This is an optimization exercise on Yosys and OpenROAD, whose aim is small area, a short achievable clock period and few clock cycles, not a production implementation. Where RTL was checked, it was by simulation tests only, not by an equivalence proof against the original. Power and IR drop assume default switching activity.

Design mips_core, start of the top module:
module mips_core(
    input         clk,
    input         rst_n,
    output [31:0] imem_addr,
    input  [31:0] imem_data,
    output [31:0] dmem_addr,
    output [31:0] dmem_wdata,
    output        dmem_we,
    input  [31:0] dmem_rdata
);
For scale: about 6,300 cells after synthesis, roughly 0.070 mm^2 of cells after synthesis.
export LEC_CHECK = 0
export CAP_MARGIN = 20
export CORE_MARGIN = 2
export CORE_UTILIZATION = 40
export CTS_CLUSTER_DIAMETER = 110
export CTS_CLUSTER_SIZE = 22
export SLEW_MARGIN = 20
create_clock -name core_clock -period 19.0 [get_ports {clk}]
standard.sh (not shown) runs the stock make flow with config.mk's settings and CLKGATE_MAP_FILE= SYNTH_SCRIPT=/design/flow/synth_recipe.tcl, a recipe that flattens the netlist after the stock synthesis.
==> flow/flow/run.sh <==
#!/bin/bash
set -euo pipefail
MARGIN=$(cat flow/margin.txt)
bash standard.sh SETUP_SLACK_MARGIN="$MARGIN" finish > make_finish.log 2>&1
==> flow/flow/margin.txt <==
13.85
Testbench counts at the start, summed over its fixed seeds: cycles 103,356.
Change:
==> flow/flow/margin.txt (replaced) <==
13.75
The new run went through all stages and came out clean.
Area after synthesis does not change.
Final area goes down by 1.6%.
Wire length goes down by 1.9%.
Combinational power goes down by about 6%.

---

## v43
mips_core, a different RTL version from the one above (not shown whole).
Size in the first run: roughly 1400 flip-flops.
clock: 19.0 ns
lec_check: 0
cap_margin: 20
core_margin: 2
core_utilization: 45
cts_cluster_diameter: 110
cts_cluster_size: 22
slew_margin: 20
==> flow/flow/margin.txt <==
13.75
Scripts as last shown in full above: flow/flow/run.sh
Testbench counts of v43, summed over its fixed seeds: cycles 103,356.
For v26, these inputs were changed with respect to v43:
# v43
export LEC_CHECK = 0
export CAP_MARGIN = 20
export CORE_MARGIN = 2
export CORE_UTILIZATION = 45
export CTS_CLUSTER_DIAMETER = 110
export CTS_CLUSTER_SIZE = 22
export SLEW_MARGIN = 20
create_clock -name core_clock -period 19.0 [get_ports {clk}]
# v26
export LEC_CHECK = 0
export CAP_MARGIN = 20
export CORE_MARGIN = 2
export CORE_UTILIZATION = 45
export SLEW_MARGIN = 20
create_clock -name core_clock -period 19.0 [get_ports {clk}]
==> flow/flow/run.sh <==
#!/bin/bash
set -euo pipefail
MARGIN=$(cat flow/margin.txt)
CTS=$(cat flow/cts_args.txt)
bash standard.sh SETUP_SLACK_MARGIN="$MARGIN" "CTS_ARGS=$CTS" finish > make_finish.log 2>&1
==> flow/flow/cts_args.txt (new file) <==
-sink_clustering_enable -repair_clock_nets -sink_clustering_size 22 -sink_clustering_max_diameter 110 -dont_use_dummy_load
Notes after the runs:
Delta (v26 minus v43): final critical-path required period has decreased; die area comparable; synthesis-to-finish area growth shrank by 0.72 points; share of cell area taken by flip-flops and latches rose by 0.29 points; routed wire length fell 0.40%. As far as average routed wire per standard cell is concerned, v26 and v43 perform about the same. The run showing the smaller detail-routed via count per cell is v43. Changes observed in v26 relative to v43: smallest hold slack did not really move; fmax up 0.30%.
Here is what was changed in the inputs of v53 compared with v26.
# v26
export LEC_CHECK = 0
export CAP_MARGIN = 20
export CORE_MARGIN = 2
export CORE_UTILIZATION = 45
export SLEW_MARGIN = 20
create_clock -name core_clock -period 19.0 [get_ports {clk}]
# v53
export LEC_CHECK = 0
export CAP_MARGIN = 20
export CORE_MARGIN = 2
export CORE_UTILIZATION = 45
export CTS_CLUSTER_DIAMETER = 110
export CTS_CLUSTER_SIZE = 22
export SLEW_MARGIN = 20
create_clock -name core_clock -period 19.0 [get_ports {clk}]
==> flow/flow/run.sh <==
#!/bin/bash
set -euo pipefail
MARGIN=$(cat flow/margin.txt)
bash standard.sh SETUP_SLACK_MARGIN="$MARGIN" finish > make_finish.log 2>&1
==> flow/flow/margin.txt <==
13.85
removed: flow/flow/cts_args.txt
==> comparison <==
Per the comparison of v53 with v26, count of multi-input combinational gates neither gained nor lost much; cell area after synthesis shows no meaningful change; count of clock-net buffers in the final layout climbed 43.
v53 ran to completion and came out clean on the timing, DRC and antenna checks.
Per the comparison of v53 with v26, largest fanout on the critical path dropped about 25%; actual transition at the worst max-transition pin dropped 0.063 ns.

---

mips_core, a different RTL version from the one above (not shown whole).
For scale: about 6,500 cells after synthesis, ~1,400 flip-flops, about 82,000 um^2 of cells after synthesis.
Settings: LEC_CHECK=0, CAP_MARGIN=20, CORE_MARGIN=2, CORE_UTILIZATION=45, CTS_CLUSTER_DIAMETER=120, CTS_CLUSTER_SIZE=24, SLEW_MARGIN=20; clock period 19.0 ns.
==> flow/flow/run.sh <==
#!/bin/bash
set -euo pipefail
MARGIN=$(cat flow/margin.txt)
bash standard.sh SETUP_SLACK_MARGIN="$MARGIN" finish > make_finish.log 2>&1
==> flow/flow/margin.txt <==
13.8
The starting point ran to the end with no violations.
Change:
- CTS_CLUSTER_DIAMETER: 120 -> not set
- CTS_CLUSTER_SIZE: 24 -> not set
- TNS_END_PERCENT: not set -> 20
What happened: Worst setup slack gets worse by 0.059 ns; power rises by about 20%; final cell count rises by 1.4%; cell area rises by about 2.3%; hold slack is about the same; via count barely changes.
No functional check of the RTL was part of any run of this note.

## separate check: timing with driven ports
How much do the figures lean on ideal ports? The routed layouts below were timed once more, with nothing changed but the port constraints. Step 1 sets driving cells, clkbuf_16 on the clock port and buf_2 on the other inputs (assumed; they add their load-dependent delay and slew). Step 2 also shifts input and output timing later by t, the mid clock arrival at the registers, as if the neighbouring blocks saw the same clock. Three values: ideal, step 1, step 2; two values: the first two.
run | t (ns) | slack for setup (ns) | hold WS [ns] | clock arrival spread, ns | worst data-port slew with drivers (ns)
the first run of note 1 | 0.815 | 13.626 / 13.626 / 12.920 | 0.387 / 0.387 / 0.387 | 0.068 / 0.068 | 0.08
the second run of note 1 | 0.805 | 13.635 / 13.586 / 12.935 | 0.405 / 0.405 / 0.405 | 0.071 / 0.070 | 0.09
v43 | 0.821 | 13.535 / 13.535 / 12.898 | 0.383 / 0.383 / 0.383 | 0.092 / 0.092 | 0.08
v26 | 0.789 | 13.551 / 13.551 / 12.875 | 0.384 / 0.384 / 0.384 | 0.143 / 0.143 | 0.09
v53 | 0.838 | 13.715 / 13.715 / 12.985 | 0.403 / 0.403 / 0.403 | 0.081 / 0.082 | 0.08
the first run of note 3 | 0.796 | 13.748 / 13.591 / 12.795 | 0.385 / 0.385 / 0.385 | 0.061 / 0.061 | 0.33
the second run of note 3 | 0.894 | 13.689 / 13.637 / 12.743 | 0.385 / 0.385 / 0.385 | 0.038 / 0.038 | 0.23
After both steps setup and hold are still met in every run listed. For the first run of note 3, which loses most, drivers alone change the setup slack by -0.157 ns; drivers and shift together by -0.953 ns.
